Background: an optimization exercise with open tools, aiming at small area. Do not read the settings as production practice. In this exercise RTL edits were held to simulation tests only and were not proved equivalent to the original. Power is estimated from default activity; no workload was simulated.

==> flow/design.v (outline; a module is shown in full before it is edited, if it fits) <==
// module matrix_rd_aoi3: 5 lines
// module matrix_rd_aoi2: 5 lines
// module matrix_rd_nand4: 5 lines
// module matrix_rd_nand3: 5 lines
// module matrix_rd_nand2: 5 lines
// module matrix_top: 2008 lines
module matrix_top(mtxDataIn, mtxAddress, mtxRw, mtxCs, mtxClk, mtxReset, mtxDataOut,
                  irq_reg, SeqState, tx_ShiftPIEOut,
                  int_o
                  );
  // ...
==> flow/flow/run.sh <==
#!/bin/bash
# Layout flow: the standard flow (standard.sh), with two changes:
#  - Yosys maps the combinational logic with ABC's default script instead of ORFS's
#    delay-oriented script (the clock is 10 ns, so the delay-oriented mapping only adds area).
#    Flip-flop mapping, register names, flattening and renaming are the standard synthesis's.
#  - clock tree synthesis does not add dummy loads to balance the clock buffers (same
#    clustering and buffer settings as config.mk otherwise).
set -euo pipefail
HERE=$(pwd)

# synthesis script: ORFS's synth.tcl with the ABC call reduced to the library arguments
sed -e 's#^  log_cmd abc {\*}$abc_args$#  log_cmd abc {*}$lib_args {*}$lib_dont_use_args#' \
    "$FLOW_HOME/scripts/synth.tcl" > "$HERE/flow_synth_core.tcl"
grep -q 'log_cmd abc {\*}$lib_args {\*}$lib_dont_use_args' "$HERE/flow_synth_core.tcl"
sed -e "s#source \$::env(SCRIPTS_DIR)/synth.tcl#source $HERE/flow_synth_core.tcl#" \
    synth_recipe.tcl > "$HERE/flow_synth.tcl"
grep -q "flow_synth_core.tcl" "$HERE/flow_synth.tcl"

# the standard flow with that synthesis script
sed -e "s#SYNTH_SCRIPT=[^ ]*#SYNTH_SCRIPT=$HERE/flow_synth.tcl#" standard.sh > "$HERE/flow_standard.sh"
grep -q "SYNTH_SCRIPT=$HERE/flow_synth.tcl" "$HERE/flow_standard.sh"

export CTS_ARGS="-sink_clustering_enable -repair_clock_nets -sink_clustering_size 20 -sink_clustering_max_diameter 40 -buf_list sky130_fd_sc_hd__clkbuf_8 -dont_use_dummy_load"

bash "$HERE/flow_standard.sh" > "$HERE/flow_make.log" 2>&1
==> flow/standard.sh <==
#!/bin/bash
# synth_recipe.tcl (not shown) runs the flow's synth.tcl, then flattens the netlist and writes it again
# the make line also repeats each setting of config.mk as NAME=value (left out here)
make -C /OpenROAD-flow-scripts/flow DESIGN_CONFIG=/design/flow/config.mk WORK_HOME=/design/flow/orfs CLKGATE_MAP_FILE= SYNTH_SCRIPT=/design/flow/synth_recipe.tcl "${@:-finish}"
==> flow/config.mk <==
export PLATFORM = sky130hd
export DESIGN_NAME = matrix_top
export DESIGN_NICKNAME = matrix_top
export VERILOG_FILES = /design/flow/design.v
export SDC_FILE = /design/flow/constraint.sdc
export NUM_CORES = 4
export LEC_CHECK = 0
export CAP_MARGIN = 20
export CORE_MARGIN = 2
export CORE_UTILIZATION = 40
export CTS_BUF_LIST = sky130_fd_sc_hd__clkbuf_8
export CTS_CLUSTER_DIAMETER = 40
export CTS_CLUSTER_SIZE = 20
export SLEW_MARGIN = 20
export SYNTH_HIERARCHICAL = 1
==> flow/constraint.sdc <==
create_clock -name core_clock -period 10.0 [get_ports {mtxClk}]
set_input_delay 2.0000 -clock core_clock [delete_from_list [all_inputs] [get_ports {mtxClk}]]
set_output_delay 2.0000 -clock core_clock [all_outputs]
set_load 0.01 [all_outputs]
==> metrics.md, run 1 <==
| Metric | Value |
|---|---|
| Reg area | `38,100 um2` |
| Ranking of synthesized cells by area | `edfxtp_1 (70%), a222oi_1 (10%), dfrtp_1 (4.8%)` |
| GRT Overall Usage | `28.0%` |
| H-tree Lvls | `4` |
| Fraction of area in multi-input gates | `22.3%` |
| Switching power | `2.27 mW` |
| Synth Area in Adders | `0.345%` |
| CP arrival | `9.92 ns` |
| Startpoint Class | `flip-flop` |
| First-pass GRT wire length | `258,000 um` |
| Post-Place Setup Slack | `0.724 ns` |
| Top FF cell, synth | `edfxtp_1` |
| P_int | `7.53 mW` |
| Outcome | `complete, but fails checks` |
| Antenna-violating nets left | `1` |
| Seq/total area | `66.9%` |
| Crit path time final | `9.43 ns` |
| EDFF count, synth | `1,189` |
| Biggest regs | `big.CLASSIFIEREG_q (352), big.CMDATAREG_q (352)` |
| Simple-Gate Fraction of Synth Area | `9.00%` |
| Pwr/cell area | `172 nW/um2` |
| Die X | `360 um` |
| Seq. pwr | `6.08 mW` |
| Synth Area in Compound Gates | `13.3%` |
| Crit. path cell count | `28` |
| Count leader, synth | `edfxtp_1` |
| Failing Checks | `antenna violations` |
| Clock power frac | `31.4%` |
| Top power group | `sequential cells` |
| Setup Skew | `0.125 ns` |
| Starting Density | `40.3%` |
| Clock sinks | `1,286` |
| Overall Power | `9.79 mW` |
| Initial antenna violation count | `15` |
| Synth top area share | `70.3%` |
| WL met3 | `26,900 um` |
| Fmax | `106 MHz` |
| Final Instance Area | `57,000 um2` |
| HPWL Detailed | `122,000 um` |
==> run 2, diff against run 1 <==
--- a/flow/config.mk
+++ b/flow/config.mk
@@ -7,9 +7,10 @@
 export LEC_CHECK = 0
 export CAP_MARGIN = 20
 export CORE_MARGIN = 2
-export CORE_UTILIZATION = 40
+export CORE_UTILIZATION = 45
 export CTS_BUF_LIST = sky130_fd_sc_hd__clkbuf_8
 export CTS_CLUSTER_DIAMETER = 40
 export CTS_CLUSTER_SIZE = 20
+export PLACE_DENSITY = 0.7
 export SLEW_MARGIN = 20
 export SYNTH_HIERARCHICAL = 1
==> metrics.md, run 2 <==
| Metric | Value |
|---|---|
| DR DRC count | `0` |
| Cts bufs inserted | `141` |
| Share of layout cells above drive strength 1 | `9.28%` |
| Area leader, netlist | `edfxtp_1` |
| Clock sinks | `1,286 (unchanged)` |
| Vias per cell | `7.37` |
| Wirelength, routed | `177,000 um` |
| # hold bufs at CTS | `0` |
| Worst path max stage delay | `0.70 ns` |
| Final WS setup | `0.467 ns` |
| Cells after synthesis | `3,014` |
| Final count of hold timing violations | `0` |
| Max_cap viols | `0` |
| CP bufs+invs | `6` |
| Delay-heaviest family, CP | `compound AO/OA/AOI/OAI gates` |
| Pwr/cell area | `170 nW/um2 (-0.79%)` |
| Final Util | `50.4%` |
| Fmax | `105 MHz (-1.1%)` |
| Initial antenna violation count | `17 (+2)` |
| IO Port Bufs | `94` |
| Yosys reg bits | `1,286` |
| Worst Max-Slew Pin Slew | `1.25 ns` |
| Vias in the first global route | `33,054` |
| Area of the mapped netlist | `50,800 um2` |
| # resized after CTS | `0` |
| Die Height | `340 um` |
| Unrepaired setup endpoints after global routing | `false` |
| Crit path time final | `9.53 ns (+0.104 ns)` |
| H-tree Lvls | `4 (unchanged)` |
| Sum Neg Setup Slack | `0 ns` |
| Overall Power | `9.64 mW (-1.6%)` |
| Antenna-violating nets left | `0 (-1)` |
| Startpoint Class | `flip-flop` |
| Worst-path fanout max | `36` |
| EDFF count, synth | `1,189 (unchanged)` |
| Part of the cycle the worst path needs | `95.3%` |
| Outcome | `no timing/DRC/antenna violations` |
| Die X | `340 um (-5.7%)` |
| LEAKAGE | `17.9 nW` |
| Largest net degree at the start of global routing | `51` |
| Post-synthesis cell type count | `64` |
| GP Congestion | `0.998` |
| Worst-path clk slew | `0.06 ns` |
| Count leader, synth | `edfxtp_1` |
| Num ports | `118` |
| Worst Path Required | `10.48 ns` |
| Commonest cells after routing, fill and taps aside | `edfxtp_1 (1,189), a222oi_1 (507), nand2_1 (155), nand4_1 (153), clkbuf_8 (141)` |
| Avg Cell Area, Syn | `16.9 um2` |
| Most frequent CP cell | `buf_4` |
| CTS Root Cell | `clkbuf_8` |
| CP arrival | `10.01 ns (+0.09 ns)` |
| Setup Skew | `0.118 ns (-0.00730 ns)` |
| Global route overflow | `0` |
| Critical Path Sink Type | `flip-flop` |
| HPWL Detailed | `115,000 um (-5.7%)` |
| Post-synth top cells | `edfxtp_1 (1,189), a222oi_1 (507), nand2_1 (155)` |
| Detailed-route via count | `35,809` |
| Top FF cell, synth | `edfxtp_1` |
| First-pass GRT wire length | `247,000 um (-4.0%)` |
| Async set or reset register ratio after synthesis | `7.54%` |
| Area of the core | `112,000 um2` |
| DR WL/cell | `36.4 um` |
| Max VDD drop | `137 uV` |
| Most common cell after layout, fill and taps aside | `edfxtp_1` |
| Dpl cell area | `54,600 um2` |
| Final nets | `3,446` |
| Post-CTS setup buffers | `0` |
| Starting Density | `45.3% (+4.9 points)` |
| CTS tree | `done` |
| GRT Overall Usage | `29.9% (+1.9 points)` |
| Min-Delay Path Class | `reg -> reg` |
| Slowest stage cell on the critical path | `or4_1` |
| Synth top area share | `70.3% (unchanged)` |
| Clk latency of the worst-skew pair | `0.89 ns` |
| Biggest regs | `big.CLASSIFIEREG_q (352), big.CMDATAREG_q (352)` |
| Ranking of synthesized cells by area | `edfxtp_1 (70%), a222oi_1 (10%), dfrtp_1 (4.8%)` |
| Max Root-Sink Buffers | `3` |
| Row cnt | `123` |
| Ys Warns | `7` |
| Initial DRC count | `8,417` |
| Initial DRT Pass Iterations | `15` |
| Max transition margin | `16.7%` |
| Critical path start-end classification | `reg -> reg` |
| Max-slew violations | `0` |
| Final Instance Area | `56,600 um2 (-0.81%)` |
| Area Overhead vs Synth | `11.4%` |
| Post-Place Setup Slack | `0.958 ns (+0.234 ns)` |
| Die ar. | `116,000 um2` |
| Post-synthesis sequential area ratio | `75.1%` |
| Final Setup Violations | `0` |
==> run 2: worst register-to-register path: cells and delay by family, from the launching register on <==
family,cells,cell delay [ns]
AOI/OAI and AO/OA,18,4.64
and+or+nand+nor,6,2.09
buffers and inverters,6,1.35
DFF,1,0.63
adders and majority gates,1,0.39
==> run 2: Yosys stat by module (local to each module, per instance) <==
module,cell area (um2),cells inside
matrix_top,44900,2353
matrix_rd_nand3,5.00,1
matrix_rd_aoi2,7.51,1
matrix_rd_nand4,6.26,1
matrix_rd_nand2,3.75,1
matrix_rd_aoi3,10.0,1
==> run 2: cells by family after synthesis <==
logic type,Yosys count,synth area share [%]
xor+xnor,53,0.914
fa+ha+maj,14,0.345
buf+inv,50,0.406
other cells,1,0.00738
simple gates,825,9.00
compound gates,744,13.3
mux,41,0.934
flops,1286,75.1
==> run 2: worst paths after layout <==
path | depth (start not counted) | slack, ns | start | endpoint
min | 1 | 0.47 | FLTRCNTREG_vq | FLTRCNTREG_vq
max in group asynchronous | 3 | 6.92 | mtxReset | FLTROPREG_q[4]
max reg2reg | 31 | 0.47 | k[2] | sh_val[27]
min reg2reg | 1 | 0.47 | FLTRCNTREG_vq | FLTRCNTREG_vq
min in group asynchronous | 2 | 1.73 | mtxReset | big[5].CMDATAREG_vq
max | 31 | 0.47 | k[2] | sh_val[27]
==> run 2: layer usage <==
layer	global-route usage (%)	part of all wire (%)	vias up
met5	0	0.051	-
met4	12.3	5.0	16
met3	10.2	16	520
met2	43.9	43	3260
met1	41.0	36	17875
li1	-	-	14138
==> run 2: final cells by class <==
class	instances	area, um2
Clock buffer	141	1940
Inverter	45	171
Antenna cell	5	12.5
Tap cell	1500	1880
Fill cell	9178	55600
Timing Repair Buffer	200	1750
Multi-Input combinational cell	1679	12700
Sequential cell	1286	38100
==> run 2: metrics by stage <==
stage	hold slack (ns)	cells
floorplan	0.435	3015
global placement	0.450	4708
detailed placement	0.456	4708
CTS	0.470	4849
global route	0.485	4853
finish	0.472	4856
==> run 2: power by group <==
group	switching [mW]	internal, mW
registers	0.0901	5.99
logic	0.417	0.207
clock network	1.69	1.25
total	2.19	7.44
==> run 3, diff against run 2 <==
--- a/flow/config.mk
+++ b/flow/config.mk
@@ -7,10 +7,10 @@
 export LEC_CHECK = 0
 export CAP_MARGIN = 20
 export CORE_MARGIN = 2
-export CORE_UTILIZATION = 45
+export CORE_UTILIZATION = 50
 export CTS_BUF_LIST = sky130_fd_sc_hd__clkbuf_8
 export CTS_CLUSTER_DIAMETER = 40
 export CTS_CLUSTER_SIZE = 20
-export PLACE_DENSITY = 0.7
+export PLACE_DENSITY = 0.75
 export SLEW_MARGIN = 20
 export SYNTH_HIERARCHICAL = 1
==> metrics.md, run 3 <==
| Metric | Value |
|---|---|
| Ys Warns | `7 (unchanged)` |
| Biggest regs | `big.CLASSIFIEREG_q (352), big.CMDATAREG_q (352)` |
| Starting Density | `50.6% (+5.3 points)` |
| Initial DRC count | `9,351 (+11%)` |
| Unrepaired setup endpoints after global routing | `false` |
| Num ports | `118 (unchanged)` |
| Largest net degree at the start of global routing | `67 (+31%)` |
| Gate power share | `6.5% (about the same)` |
| Share of layout cells above drive strength 1 | `9.62% (+0.34 points)` |
| Die Height | `323 um (-5.1%)` |
| Outcome | `no timing/DRC/antenna violations` |
| # hold bufs at CTS | `0 (unchanged)` |
| Simple-Gate Fraction of Synth Area | `9.00% (unchanged)` |
| Max-slew violations | `0 (unchanged)` |
| Post-synth top cells | `edfxtp_1 (1,189), a222oi_1 (507), nand2_1 (155)` |
| Die ar. | `104,000 um2 (-9.9%)` |
| Worst-path clk slew | `0.07 ns (about the same)` |
| Worst Max-Slew Pin Slew | `1.28 ns (+0.0267 ns)` |
| Global route overflow | `0 (unchanged)` |
| HPWL Detailed | `114,000 um (-0.88%)` |
| Critical path start-end classification | `reg -> reg` |
| Count leader, synth | `edfxtp_1` |
| Post-synthesis sequential area ratio | `75.1% (unchanged)` |
| Detailed-route via count | `36,112 (+0.85%)` |
| Max VDD drop | `142 uV (+3.4%)` |
| Top FF cell, synth | `edfxtp_1` |
| Worst Path Required | `10.47 ns (about the same)` |
| Synth Area in Adders | `0.345% (unchanged)` |
| Critical Path Sink Type | `flip-flop` |
| Multi-input gate area | `12,800 um2 (+0.53%)` |
| Post-synthesis cell type count | `64 (unchanged)` |
| DR WL/cell | `37.4 um (+2.7%)` |
| Vias in the first global route | `33,382 (+0.99%)` |
| Min-Delay Path Class | `reg -> reg` |
| Worst-path fanout max | `36 (unchanged)` |
| Cells after synthesis | `3,014 (unchanged)` |
| Clock sinks | `1,286 (unchanged)` |
| Synth Area in Compound Gates | `13.3% (unchanged)` |
| Final nets | `3,454 (+0.23%)` |
| GP Congestion | `1.02 (+1.9%)` |
| Area Overhead vs Synth | `11.3% (about the same)` |
| Final count of hold timing violations | `0 (unchanged)` |
| Most common cell after layout, fill and taps aside | `edfxtp_1` |
| Pwr/cell area | `170 nW/um2 (about the same)` |
| Switching power | `2.19 mW (-0.19%)` |
| Async set or reset register ratio after synthesis | `7.54% (unchanged)` |
| Startpoint Class | `flip-flop` |
| CTS Root Cell | `clkbuf_8` |
| Crit path time final | `9.73 ns (+0.194 ns)` |
| Max Root-Sink Buffers | `3 (unchanged)` |
| Reg area | `38,100 um2 (unchanged)` |
| Cts bufs inserted | `141 (unchanged)` |
| CTS tree | `done` |
| Fmax | `103 MHz (-2.0%)` |
| H-tree Lvls | `4 (unchanged)` |
| Avg Cell Area, Syn | `16.9 um2 (unchanged)` |
| Max transition margin | `14.9% (-1.8 points)` |
| Antenna-violating nets left | `0 (unchanged)` |
| Wirelength, routed | `177,000 um (about the same)` |
| P_int | `7.44 mW (about the same)` |
| Switching Share | `22.7% (-0.041 points)` |
| Row cnt | `116 (-5.7%)` |
| Synth top area share | `70.3% (unchanged)` |
| Mux cell area share after synthesis | `0.934% (unchanged)` |
| Worst path max stage delay | `0.79 ns (+0.09 ns)` |
| CP arrival | `10.20 ns (+0.19 ns)` |
| Die X | `323 um (-5.1%)` |
| IO Port Bufs | `94 (unchanged)` |
| EDFF count, synth | `1,189 (unchanged)` |
| Initial antenna violation count | `14 (-3)` |
| # fillers | `7,772 (-15%)` |
| DR DRC count | `0 (unchanged)` |
| Area of the core | `100,000 um2 (-10%)` |
| Setup Skew | `0.118 ns (+0.000195 ns)` |
| LEAKAGE | `18.0 nW (+0.36%)` |
| Final Setup Violations | `0 (unchanged)` |
| Sum Neg Setup Slack | `0 ns (unchanged)` |
| Vias per cell | `7.65 (+3.7%)` |
| Max_cap viols | `0 (unchanged)` |
| Clk latency of the worst-skew pair | `0.88 ns (about the same)` |
| Clock power frac | `30.5% (about the same)` |
| Slowest stage cell on the critical path | `a221oi_1` |
| Initial DRT Pass Iterations | `14 (-1)` |
| Largest family of logic cells by synthesized area | `compound AO/OA/AOI/OAI gates` |
| Part of the cycle the worst path needs | `97.3% (+1.9 points)` |
| Hold_ws | `0.472 ns (-0.000706 ns)` |
| Yosys reg bits | `1,286 (unchanged)` |
| Area leader, netlist | `edfxtp_1` |
| First-pass GRT wire length | `247,000 um (about the same)` |
| Commonest cells after routing, fill and taps aside | `edfxtp_1 (1,189), a222oi_1 (507), nand2_1 (155), nand4_1 (153), clkbuf_8 (141)` |
| GRT Overall Usage | `33.5% (+3.6 points)` |
| Area of the mapped netlist | `50,800 um2 (unchanged)` |
| XOR/XNOR share of the synthesized area | `0.914% (unchanged)` |
| Seq pwr share | `63.0% (about the same)` |
| Ranking of synthesized cells by area | `edfxtp_1 (70%), a222oi_1 (10%), dfrtp_1 (4.8%)` |
[run 3: cell counts after synthesis]
No cell type changed its count.
[run 3: worst paths after layout]
kind	from	endpoint	slack (ns)	cells after the start
worst max register to register	k[2]	sh_val[27]	0.27	28
max in group asynchronous	mtxReset	big[4].CMDATAREG_vq	6.98	3
worst min-delay path	big[8].CMDATAREG_vq	big[8].CMDATAREG_vq	0.47	1
worst min register to register	big[8].CMDATAREG_vq	big[8].CMDATAREG_vq	0.47	1
worst max-delay path	k[2]	sh_val[27]	0.27	28
min in group asynchronous	mtxReset	INT_MASK_0_q[4]	1.68	2
[run 3: what timing repair did]
item,4_1_cts,5_1_grt
buffers inserted,0,0
endpoints found under the setup margin,0,36
gates resized for setup,0,8
[run 3: per-module statistics from Yosys, one instance, submodules excluded]
module,flip-flops and latches,times used
matrix_rd_nand3,0,1
matrix_rd_aoi2,0,26
matrix_top,1286,1
matrix_rd_nand4,0,119
matrix_rd_nand2,0,29
matrix_rd_aoi3,0,486
[run 3: worst max-delay path, delay by kind of cell (launching register included)]
family | cells | cell delay (ns)
AOI/OAI and AO/OA | 17 | 4.96
adders and majority gates | 1 | 0.41
buffers and inverters | 4 | 1.03
DFF | 1 | 0.65
and+or+nand+nor | 6 | 2.22
[run 3: cell families (layout without fill, tap and decap cells)]
| logic type | count (synthesis) | count (layout) |
|---|---|---|
| flip-flops | 1286 | 1286 |
| AND/OR/NAND/NOR | 825 | 825 |
| buffers and inverters | 50 | 394 |
| multiplexers | 41 | 41 |
| XOR/XNOR | 53 | 53 |
| AO/OA/AOI/OAI | 744 | 744 |
| other | 1 | 9 |
| adder cells (fa/ha/maj) | 14 | 14 |
[run 3: area by class of cell]
| type | count | area share (%) |
|---|---|---|
| Inverter | 45 | 0.303 |
| Tap cell | 1357 | 3.00 |
| Timing Repair Buffer | 208 | 3.24 |
| Sequential cell | 1286 | 67.4 |
| Clock buffer | 141 | 3.43 |
| Antenna cell | 7 | 0.0310 |
| Multi-Input combinational cell | 1679 | 22.6 |
[run 3: stage by stage]
stage               power, mW  instance area, um2  cells  utilization (%)  worst slack (ns)
floorplan                6.50               50900   3015                -             0.220
CTS                      9.61               56500   4715             56.2             0.528
detailed placement       6.80               54500   4574             54.3             0.580
global route             9.89               56500   4718             56.3            0.0272
finish                   9.64               56500   4723             56.3             0.272
global placement         6.79               54500   4574             54.3             0.601
[run 3: per-layer routing]
layer	up-vias	GRT usage, %	share of wire [%]
li1	14160	-	-
met1	17696	45.9	34
met2	3667	48.3	42
met3	577	12.1	18
met4	12	14.9	5.2
met5	-	0.0463	0.090
[run 3: power groups by stage]
stage | registers [mW] | logic [mW] | clock network, mW
6_report | 6.07 | 0.628 | 2.94
5_1_grt | 6.08 | 0.683 | 3.13
4_1_cts | 6.07 | 0.614 | 2.93
3_5_place_dp | 6.18 | 0.614 | 0
3_3_place_gp | 6.18 | 0.603 | 0
2_1_floorplan | 6.14 | 0.361 | 0
==> run 4, diff against run 3 <==
--- a/flow/flow/run.sh
+++ b/flow/flow/run.sh
@@ -20,6 +20,8 @@
 sed -e "s#SYNTH_SCRIPT=[^ ]*#SYNTH_SCRIPT=$HERE/flow_synth.tcl#" standard.sh > "$HERE/flow_standard.sh"
 grep -q "SYNTH_SCRIPT=$HERE/flow_synth.tcl" "$HERE/flow_standard.sh"
 
+# a few more antenna repair rounds after detailed routing than the default 5
+export MAX_REPAIR_ANTENNAS_ITER_DRT=8
 export CTS_ARGS="-sink_clustering_enable -repair_clock_nets -sink_clustering_size 20 -sink_clustering_max_diameter 40 -buf_list sky130_fd_sc_hd__clkbuf_8 -dont_use_dummy_load"
 
 bash "$HERE/flow_standard.sh" > "$HERE/flow_make.log" 2>&1
--- a/flow/config.mk
+++ b/flow/config.mk
@@ -7,10 +7,10 @@
 export LEC_CHECK = 0
 export CAP_MARGIN = 20
 export CORE_MARGIN = 2
-export CORE_UTILIZATION = 50
+export CORE_UTILIZATION = 42
 export CTS_BUF_LIST = sky130_fd_sc_hd__clkbuf_8
 export CTS_CLUSTER_DIAMETER = 40
 export CTS_CLUSTER_SIZE = 20
-export PLACE_DENSITY = 0.75
+export PLACE_DENSITY = 0.65
 export SLEW_MARGIN = 20
 export SYNTH_HIERARCHICAL = 1
==> metrics.md, run 4 <==
| Metric | Value |
|---|---|
| Crit. path cell count | `28 (unchanged)` |
| Gate power share | `6.4% (about the same)` |
| Setup Skew | `0.0974 ns (-0.0208 ns)` |
| Sum Neg Setup Slack | `0 ns (unchanged)` |
| Max VDD drop | `129 uV (-9.2%)` |
| First-pass GRT wire length | `248,000 um (+0.16%)` |
| LEAKAGE | `18.0 nW (-0.23%)` |
| GRT Overall Usage | `28.4% (-5.1 points)` |
| Max-slew violations | `0 (unchanged)` |
| Hold_ws | `0.470 ns (-0.00119 ns)` |
| Async set or reset register ratio after synthesis | `7.54% (unchanged)` |
| Pwr/cell area | `170 nW/um2 (-0.26%)` |
| GR met1 Demand/Resource | `39.2% (-6.7 points)` |
| Vias in the first global route | `32,521 (-2.6%)` |
| Antenna-violating nets left | `0 (unchanged)` |
| R2r startpoint | `k[0]` |
| Outcome | `no timing/DRC/antenna violations` |
| Final Instance Area | `56,700 um2 (+0.29%)` |
| Max transition margin | `16.4% (+1.5 points)` |
| Delay-heaviest family, CP | `compound AO/OA/AOI/OAI gates` |
| CTS Root Cell | `clkbuf_8` |
| Clock power frac | `30.5% (about the same)` |
| Most common cell after layout, fill and taps aside | `edfxtp_1` |
| M3 GR Usage | `9.33% (-2.8 points)` |
| Cell count of the worst reg-to-reg path | `28 (unchanged)` |
| Global route overflow | `0 (unchanged)` |
| Reg-to-reg setup timing slack | `0.50 ns (+0.23 ns)` |
| Area of the mapped netlist | `50,800 um2 (unchanged)` |
| Switching Share | `22.8% (+0.066 points)` |
| Max Root-Sink Buffers | `3 (unchanged)` |
| # resized after CTS | `0 (unchanged)` |
| Starting Density | `42.3% (-8.2 points)` |
| Die X | `352 um (+9.0%)` |
| Biggest regs | `big.CLASSIFIEREG_q (352), big.CMDATAREG_q (352)` |
| Cell total after placement | `4,829 (+5.6%)` |
| Initial DRT Pass Iterations | `14 (unchanged)` |
| Simple-Gate Fraction of Synth Area | `9.00% (unchanged)` |
| Detailed-route via count | `35,475 (-1.8%)` |
| Num ports | `118 (unchanged)` |
| Startpoint Class | `flip-flop` |
| Post-synthesis sequential area ratio | `75.1% (unchanged)` |
| Row cnt | `127 (+9.5%)` |
| DR DRC count | `0 (unchanged)` |
| Critical path start-end classification | `reg -> reg` |
| Clock sinks | `1,286 (unchanged)` |
| Ys Warns | `7 (unchanged)` |
| DR WL/cell | `35.8 um (-4.4%)` |
| Overall Power | `9.64 mW (about the same)` |
| Seq pwr share | `63.1% (about the same)` |
| Wirelength, routed | `178,000 um (+0.91%)` |
| Worst-path clk slew | `0.07 ns (about the same)` |
| Final count of hold timing violations | `0 (unchanged)` |
| IO Port Bufs | `94 (unchanged)` |
| Initial antenna violation count | `15 (+1)` |
| Start point of the critical path | `k[0]` |
| CTS tree | `done` |
| # hold bufs at CTS | `0 (unchanged)` |
| GP Congestion | `1.01 (-0.80%)` |
| Crit path time final | `9.50 ns (-0.231 ns)` |
| Die ar. | `124,000 um2 (+19%)` |
| CP arrival | `9.99 ns (-0.21 ns)` |
| Area Overhead vs Synth | `11.7%` |
| Fmax | `105 MHz (+2.4%)` |
| Largest net degree at the start of global routing | `52 (-22%)` |
| Max_cap viols | `0 (unchanged)` |
| Mux cell area share after synthesis | `0.934% (unchanged)` |
| Worst Max-Slew Pin Slew | `1.25 ns (-0.0233 ns)` |
| H-tree Lvls | `4 (unchanged)` |
| Worst Path Required | `10.49 ns (+0.02 ns)` |
| GRT busiest layer | `met2` |
| HPWL Detailed | `116,000 um (+1.8%)` |
| Final Setup Violations | `0 (unchanged)` |
| Part of the cycle the worst path needs | `95.0% (-2.3 points)` |
| Die Height | `352 um (+9.0%)` |
| Synth Area in Adders | `0.345% (unchanged)` |
| EDFF count, synth | `1,189 (unchanged)` |
| CP bufs+invs | `3 (-1)` |
| Count leader, synth | `edfxtp_1` |
| Synth Area in Compound Gates | `13.3% (unchanged)` |
| Post-synthesis cell type count | `64 (unchanged)` |
| Worst-path fanout max | `36 (unchanged)` |
| Share of layout cells above drive strength 1 | `9.59% (-0.027 points)` |
| Cells after synthesis | `3,014 (unchanged)` |
| Slowest stage cell on the critical path | `a221oi_1` |
| Cts bufs inserted | `141 (unchanged)` |
| Yosys reg bits | `1,286 (unchanged)` |
| Largest family of logic cells by synthesized area | `compound AO/OA/AOI/OAI gates` |
| Ranking of synthesized cells by area | `edfxtp_1 (70%), a222oi_1 (10%), dfrtp_1 (4.8%)` |
| P_int | `7.44 mW (about the same)` |
| Vias per cell | `7.12 (-6.9%)` |
| Final nets | `3,453 (-0.029%)` |
| Area of the core | `120,000 um2 (+19%)` |
| Worst path max stage delay | `0.66 ns (-0.13 ns)` |
| Top FF cell, synth | `edfxtp_1` |
| Commonest cells after routing, fill and taps aside | `edfxtp_1 (1,189), a222oi_1 (507), nand2_1 (155), nand4_1 (153), clkbuf_8 (141)` |
| Avg Cell Area, Syn | `16.9 um2 (unchanged)` |
| Area leader, netlist | `edfxtp_1` |
| Post-CTS setup buffers | `0 (unchanged)` |
| Switching power | `2.20 mW (+0.32%)` |
| Fin cells | `4,984 (+5.5%)` |
| Clk latency of the worst-skew pair | `0.86 ns (-0.02 ns)` |
| XOR/XNOR share of the synthesized area | `0.914% (unchanged)` |
| Synth top area share | `70.3% (unchanged)` |
| Unrepaired setup endpoints after global routing | `false` |
| Post-synth top cells | `edfxtp_1 (1,189), a222oi_1 (507), nand2_1 (155)` |
| Dpl cell area | `54,700 um2 (+0.40%)` |
| Min-Delay Path Class | `reg -> reg` |
| M2 GR Usage | `41.5% (-6.8 points)` |
| Critical Path Sink Type | `flip-flop` |
| Critical Path End | `sh_val[27]` |
| Worst r2r dst | `sh_val[27]` |
| Initial DRC count | `8,224 (-12%)` |
run 4: cell types whose count changed in the layout (fill, tap and decap cells not counted), sizes merged:
cell / change
buf: +4
clkdlybuf4s50: -5
diode: +7
run 4: kinds of logic after synthesis:
kind of cell	after synthesis
compound gates	744
xor+xnor	53
fa+ha+maj	14
buf+inv	50
flops	1286
mux	41
other cells	1
simple gates	825
run 4: metrics by stage:
| step | setup slack [ns] | util (%) |
|---|---|---|
| global route | 0.152 | 47.2 |
| finish | 0.504 | 47.3 |
| global placement | 0.918 | 45.6 |
| CTS | 0.798 | 47.3 |
| detailed placement | 0.835 | 45.6 |
| floorplan | 0.220 | - |
run 4: Yosys stat by module (local to each module, per instance):
| module | cell area, um2 | cells inside | flops+latches |
|---|---|---|---|
| matrix_rd_aoi3 | 10.0 | 1 | 0 |
| matrix_rd_nand2 | 3.75 | 1 | 0 |
| matrix_rd_nand3 | 5.00 | 1 | 0 |
| matrix_top | 44900 | 2353 | 1286 |
| matrix_rd_aoi2 | 7.51 | 1 | 0 |
| matrix_rd_nand4 | 6.26 | 1 | 0 |
run 4: area by class of cell:
| type | count | area [um2] |
|---|---|---|
| Fill cell | 10216 | 63300 |
| Sequential cell | 1286 | 38100 |
| Multi-Input combinational cell | 1679 | 12700 |
| Tap cell | 1612 | 2020 |
| Clock buffer | 141 | 1940 |
| Timing Repair Buffer | 207 | 1720 |
| Inverter | 45 | 171 |
| Antenna cell | 14 | 35.0 |
run 4: power by group through the flow:
| stage | logic (mW) | clock network, mW | registers (mW) |
|---|---|---|---|
| global placement | 0.603 | 0 | 6.19 |
| floorplan | 0.361 | 0 | 6.14 |
| CTS | 0.612 | 2.95 | 6.07 |
| detailed placement | 0.616 | 0 | 6.19 |
| global route | 0.678 | 3.14 | 6.08 |
| finish | 0.621 | 2.94 | 6.08 |
run 4: how the worst min path moves through the flow:
stage / from / depth (start not counted) / end
after global placement: LNKTIMER1_vq / 1 / LNKTIMER1_vq
after CTS: big[9].CLASSIFIEREG_vq / 1 / big[9].CLASSIFIEREG_vq
final: big[1].CLASSIFIEREG_vq / 1 / big[1].CLASSIFIEREG_vq
after detailed placement: LNKFREQ_vq / 1 / LNKFREQ_vq
after floorplan: CHANNUM_vq / 1 / CHANNUM_vq
after global routing: big[5].CLASSIFIEREG_vq / 1 / big[5].CLASSIFIEREG_vq
run 4: layer usage:
metal	up-vias	part of all wire (%)
met5	-	0.028
met4	8	4.7
met3	444	15
met2	2957	43
met1	17872	37
li1	14194	-

-- separate check: timing with driven ports --
No port has a modelled driver above. Below, the same layouts with a new extraction and two added sets of constraints.
Step 1 assumes that a clkbuf_16 drives the clock port and a buf_2 every other input.
Step 2 adds t to the input delays and takes it off the output delays; t is the mean of the earliest and latest rising clock arrival at the registers after step 1. Input paths then give back, and output paths get back, about the clock's delay inside the block.
Three values: ideal ports, drivers, drivers and shift; two values: the first two.
run	shift t [ns]	setup slack, ns	worst setup path at the end
run 1	0.934	0.570 / 0.570 / 0.570	register to register
run 2	0.898	0.467 / 0.467 / 0.467	register to register
run 3	0.877	0.272 / 0.272 / 0.272	register to register
run 4	0.894	0.504 / 0.504 / 0.504	register to register
